Source: an optimization exercise on an open RTL-to-GDS flow (aim: small area, a short achievable clock period and few clock cycles). Production flows keep margins and buffers that such runs may drop. At most, simulation tests tie the RTL to the original design; equivalence was not proved. The clock port is modelled as an ideal driver; clocking choices that lean on that would not hold on a real chip. Power is estimated from default activity; no workload was simulated.

== the reference run ==
// Top
module Top(
    input clk,
    input rst,
    output [8:0] imem_addr,
    input  [8:0] imem_data,
    output [17:0] dmem_addr,
    input  [8:0]  dmem_rdata,
    output        dmem_we,
    output [8:0]  dmem_wdata,
    output        done
);
==> flow/config.mk <==
export PLATFORM = sky130hd
export DESIGN_NAME = Top
export DESIGN_NICKNAME = Top
export VERILOG_FILES = /design/flow/design.v
export SDC_FILE = /design/flow/constraint.sdc
export NUM_CORES = 4
export LEC_CHECK = 0
export CAP_MARGIN = 0
export CORE_MARGIN = 2
export CORE_UTILIZATION = 55
export SLEW_MARGIN = 0
==> flow/constraint.sdc <==
create_clock -name core_clock -period 74.0 [get_ports {clk}]
set_input_delay 14.8000 -clock core_clock [delete_from_list [all_inputs] [get_ports {clk}]]
set_output_delay 14.8000 -clock core_clock [all_outputs]
set_load 0.01 [all_outputs]
standard.sh (not shown) runs the stock make flow with config.mk's settings and CLKGATE_MAP_FILE= SYNTH_SCRIPT=/design/flow/synth_recipe.tcl, a recipe that flattens the netlist after the stock synthesis.
==> flow/flow/run.sh <==
#!/bin/bash
# The standard layout (standard.sh) with these changes:
#  - synthesis: flow/synth.tcl, the standard synthesis script with ABC mapping
#    the combinational logic for area (flow/abc_area.script); adders are left
#    to ABC (no full/half adder cell mapping, no Kogge-Stone carry trees),
#  - the port buffers are buf_2 cells,
#  - after CTS, flow/outputs.tcl makes the registers that drive output ports
#    faster (larger drive strength, or internal loads moved behind a buffer),
#  - optional clock tree settings from flow/cts.env.
# The make output goes to flow.log; ORFS keeps each step's log in orfs/logs.
set -euo pipefail
here=$(pwd)
export MY_ABC_SCRIPT="$here/flow/abc_area.script"
export ADDER_MAP_FILE=
export SYNTH_OPERATIONS_ARGS="-nofsm"
export BUFFER_PORTS_ARGS="-buffer_cell sky130_fd_sc_hd__buf_2"
export POST_CTS_TCL="$here/flow/outputs.tcl"
if [[ -f flow/cts.env ]]; then source flow/cts.env; fi
sed "s#SYNTH_SCRIPT=[^ ]*#SYNTH_SCRIPT=$here/flow/synth.tcl#" standard.sh > own.sh
bash own.sh > flow.log 2>&1
Other scripts of this flow, unchanged in this note and not shown: flow/flow/abc_area.script, flow/flow/cts.env, flow/flow/outputs.tcl, flow/flow/synth.tcl
The reference run | stages: all done | timing, DRC, antenna: all pass
Testbench counts of the reference run, summed over its fixed seeds: cycles 153,929.
Changes in the trial run relative to the reference run:
-- flow/design.v --
<<< the reference run, line 68
             (c1 == C_JNLSB) ?  c0 : ~c17;
wire x1    = k1x && !busy;                        
wire        dz12  = (ac[17:6] == 12'd0);     
wire        dlast = dvb ? (cnt == DN - 1) : (dz12 && DN == 12 / DS + 1);
wire ovl   = dvb && dlast && (op == O_STACR);
wire x2    = (k == 2'd2) && (!busy || ovl) && !mlb;   
wire x3    = (k == 2'd3) && !busy;                 
wire ismul = (op == O_MUL) || (op == O_MULR);
>>> the trial run, line 68
             (c1 == C_JNLSB) ?  c0 : ~c17;
wire x1    = k1x && !busy;                        
wire x2    = (k == 2'd2) && !busy && !mlb;         
wire x3    = (k == 2'd3) && !busy;                 
wire ismul = (op == O_MUL) || (op == O_MULR);
<<< the reference run, line 77
wire        mact   = mfirst || mlb;
wire        mulr   = (op == O_MULR);
wire [8:0]  ish    = iw >> cnt;
wire        mbit   = mulr ? rd[cnt] : ish[0];
wire [1:0]  mg0    = mulr ? rd[1:0] : iw[1:0];
wire        mlast  = mulr ? (mlb && cnt == 5'd17) :
                     mlb ? (ish[8:1] == 8'd0) : (iw[8:2] == 7'd0);
wire        sub = (k == 2'd1) ? (c1 == C_DEC) : (op == O_SUB && !mlb);
wire        xz  = mlb ? 1'b0 :
>>> the trial run, line 74
wire        mact   = mfirst || mlb;
wire        mulr   = (op == O_MULR);
wire        mbit   = mulr ? rd[cnt] : iw[0];
wire [1:0]  mg0    = mulr ? rd[1:0] : iw[1:0];
wire        mlast  = mulr ? (mlb && cnt == 5'd17) :
                     mlb ? (iw[8:1] == 8'd0) : (iw[8:2] == 7'd0);
wire        sub = (k == 2'd1) ? (c1 == C_DEC) : (op == O_SUB && !mlb);
wire        xz  = mlb ? 1'b0 :
<<< the reference run, line 104
wire        dfirst = x2 && (op == O_DIV);
wire [8:0]  dv     = dvb ? mar[8:0] : iw;
wire        dz6    = (ac[17:12] == 6'd0);
wire [17:0] dskip  = dz12 ? {ac[5:0], 12'd0} : dz6 ? {ac[11:0], 6'd0} : ac;
>>> the trial run, line 100
wire        dfirst = x2 && (op == O_DIV);
wire [8:0]  dv     = dvb ? mar[8:0] : iw;
wire        dz12   = (ac[17:6] == 12'd0);
wire        dz6    = (ac[17:12] == 6'd0);
wire [17:0] dskip  = dz12 ? {ac[5:0], 12'd0} : dz6 ? {ac[11:0], 6'd0} : ac;
<<< the reference run, line 122
    end
end
wire halt = (k == 2'd1) && (c1 == C_EXIT);
wire adv  = !(needx && busy && !(ovl && k == 2'd2)) && !halt && !(mact && !mlast);
wire [17:0] rwd = ac;
wire        rwr = x2 && (op == O_STORER);
>>> the trial run, line 119
    end
end
wire dlast = dvb ? (cnt == DN - 1) : (dz12 && DN == 12 / DS + 1);
wire halt = (k == 2'd1) && (c1 == C_EXIT);
wire adv  = !(needx && busy) && !halt && !(mact && !mlast);
wire [17:0] rwd = ac;
wire        rwr = x2 && (op == O_STORER);
<<< the reference run, line 137
end
wire [17:0] mar_d = mact ? (mlb ? {mar[16:0], 1'b0} : {ac[15:0], 2'b00}) :
                    (dfirst || (dvb && !dlast)) ? {drem, dv} : sum;
always @(posedge clk) mar <= mar_d;
always @(posedge clk) cnt <= mfirst ? 5'd2 : dfirst ? dcnt0 : cnt + 5'd1;
>>> the trial run, line 135
end
wire [17:0] mar_d = mact ? (mlb ? {mar[16:0], 1'b0} : {ac[15:0], 2'b00}) :
                    (dfirst || dvb) ? {drem, dv} : sum;
always @(posedge clk) mar <= mar_d;
always @(posedge clk) cnt <= mfirst ? 5'd2 : dfirst ? dcnt0 : cnt + 5'd1;
<<< the reference run, line 150
        we <= 1'b0;
        ld <= 1'b0;
        if (adv) begin
            iw <= imem_data;
>>> the trial run, line 148
        we <= 1'b0;
        ld <= 1'b0;
        if (mact && !mulr && !mlast)
            iw <= mlb ? {1'b0, iw[8:1]} : {2'b00, iw[8:2]};
        if (adv) begin
            iw <= imem_data;
<<< the reference run, line 200
            ac <= dq;
            if (dlast) begin
                if (!ovl) begin c0 <= dq[0]; c17 <= dq[17]; end
                dvb <= 1'b0;
            end else begin
>>> the trial run, line 200
            ac <= dq;
            if (dlast) begin
                c0 <= dq[0]; c17 <= dq[17];
                dvb <= 1'b0;
            end else begin
==> results.txt <==
Of the reference run and the trial run, the trial run shows the lower post-synth net total, with the reference run above it.
Setup WNS the reference run -> the trial run: worse
The final reports for the trial run and the reference run show final instance area lower in the former.
From the reference run to the trial run the numbers moved as follows: area enclosed by the die boundary closely matched the old numbers; worst-case hold slack went down.
For the trial run, only the layout was checked, not whether the RTL still works.

---

RTL: one of the versions met above, not the one the previous note started from.
Size in the first run: about 220 flip-flops, ~58 I/O pins.
==> flow/config.mk <==
export PLATFORM = sky130hd
export DESIGN_NAME = Top
export DESIGN_NICKNAME = Top
export VERILOG_FILES = /design/flow/design.v
export SDC_FILE = /design/flow/constraint.sdc
export NUM_CORES = 4
export LEC_CHECK = 0
export CAP_MARGIN = 20
export CORE_MARGIN = 2
export CORE_UTILIZATION = 55
export SLEW_MARGIN = 20
==> flow/constraint.sdc <==
create_clock -name core_clock -period 74.0 [get_ports {clk}]
set_input_delay 14.8000 -clock core_clock [delete_from_list [all_inputs] [get_ports {clk}]]
set_output_delay 14.8000 -clock core_clock [all_outputs]
set_load 0.01 [all_outputs]
Scripts as last shown in full above: flow/flow/run.sh
Other scripts of this flow, unchanged in this note and not shown: flow/flow/abc_area.script, flow/flow/cts.env, flow/flow/outputs.tcl, flow/flow/synth.tcl
Then changed:
--- a/flow/design.v
+++ b/flow/design.v
@@ -64,28 +64,29 @@
 wire k1x   = (k == 2'd1) && (c1 != C_MULTI);
 wire needx = k1x || (k == 2'd2) || (k == 2'd3);
 wire isj   = (k == 2'd1) && (c1 == C_JLSB || c1 == C_JNLSB || c1 == C_JNNEG);
 wire jt    = (c1 == C_JLSB)  ? ~c0 :
              (c1 == C_JNLSB) ?  c0 : ~c17;
 wire x1    = k1x && !busy;                        
 wire x2    = (k == 2'd2) && !busy && !mlb;         
 wire x3    = (k == 2'd3) && !busy;                 
 wire ismul = (op == O_MUL) || (op == O_MULR);
 wire        mfirst = x2 && ismul;
 wire        mact   = mfirst || mlb;
 wire        mulr   = (op == O_MULR);
-wire        mbit   = mulr ? rd[cnt] : iw[0];
+wire [8:0]  ish    = iw >> cnt;
+wire        mbit   = mulr ? rd[cnt] : ish[0];
 wire [1:0]  mg0    = mulr ? rd[1:0] : iw[1:0];
 wire        mlast  = mulr ? (mlb && cnt == 5'd17) :
-                     mlb ? (iw[8:1] == 8'd0) : (iw[8:2] == 7'd0);
+                     mlb ? (ish[8:1] == 8'd0) : (iw[8:2] == 7'd0);
 wire        sub = (k == 2'd1) ? (c1 == C_DEC) : (op == O_SUB && !mlb);
 wire        xz  = mlb ? 1'b0 :
                   (k == 2'd1) ? 1'b0 :
                   (op == O_LOAD || op == O_IMM || op == O_STACR ||
                    op == O_LDACR || (op == O_LDAC && k == 2'd2)) ? 1'b1 :
                   ismul ? ~mg0[0] : 1'b0;
 reg  [17:0] addy;
 always @* begin
     if (mlb)                    addy = mbit ? mar : 18'd0;
     else if (k == 2'd1)         addy = {16'd0, n1};
     else case (op)
         O_ADD, O_SUB, O_LOAD, O_STACR, O_LDACR: addy = rd;
@@ -138,26 +139,24 @@
 always @(posedge clk) mar <= mar_d;
 always @(posedge clk) cnt <= mfirst ? 5'd2 : dfirst ? dcnt0 : cnt + 5'd1;
 always @(posedge clk) begin
     rq <= rst;
     if (rq) begin
         pc <= 9'd0; k <= 2'd0;
         ac <= 18'd0; c0 <= 1'b0; c17 <= 1'b0;
         we <= 1'b0; dn <= 1'b0; ld <= 1'b0;
         dvb <= 1'b0; mlb <= 1'b0;
     end else begin
         we <= 1'b0;
         ld <= 1'b0;
-        if (mact && !mulr && !mlast)
-            iw <= mlb ? {1'b0, iw[8:1]} : {2'b00, iw[8:2]};
         if (adv) begin
             iw <= imem_data;
             if (isj) begin
                 pc <= jt ? imem_data : pc + 9'd1;
                 k  <= 2'd0;
             end else begin
                 pc <= pc + 9'd1;
                 if (k == 2'd1 && c1 == C_MULTI) begin
                     k  <= 2'd2;
                     op <= mc;
                 end else if (k == 2'd2 && op == O_LDAC)
                     k <= 2'd3;
Clock skew grows by 0.012 ns.
Routed wire length is about the same.
Critical path depth is unchanged.
Final cell count went up by 0.33%.
Setup slack gains 0.018 ns.
Register-to-register slack loses 1.2 ns.
Power shrinks by 1.6%.
Die area barely changes.
Hold slack stays flat.
Global-route usage barely changes.
Via count came out higher by 0.74%.
Final area goes down by 0.70%.
Testbench counts after the change, summed over its fixed seeds: cycles 154,873.
For the first run of this note, only the layout was checked, not whether the RTL still works.

[what the ideal ports hide]
No port has a modelled driver above. Below, the same layouts with a new extraction and two added sets of constraints. Step 1, drivers: a clkbuf_16 drives clk and a buf_2 each remaining input, both assumed. Step 2 times the ports against the registers' clock, not the clock port: input delays grow and output delays shrink by t, the midpoint of the rising clock arrivals with the driver on. a / b / c = no drivers / after step 1 / after step 2; a / b = the first two.
run	t, ns	setup WS [ns]	slew at the worst register clock pin (ns)	worst data-port slew with drivers (ns)
the reference run	0.518	58.208 / 58.160 / 58.468	0.10 / 0.10	0.03
the trial run	0.518	58.172 / 58.121 / 58.412	0.10 / 0.10	0.03
the first run of note 2	0.521	58.172 / 58.119 / 58.427	0.10 / 0.10	0.03
the second run of note 2	0.520	58.190 / 58.140 / 58.407	0.10 / 0.10	0.03
After both steps setup and hold are still met in every run listed.
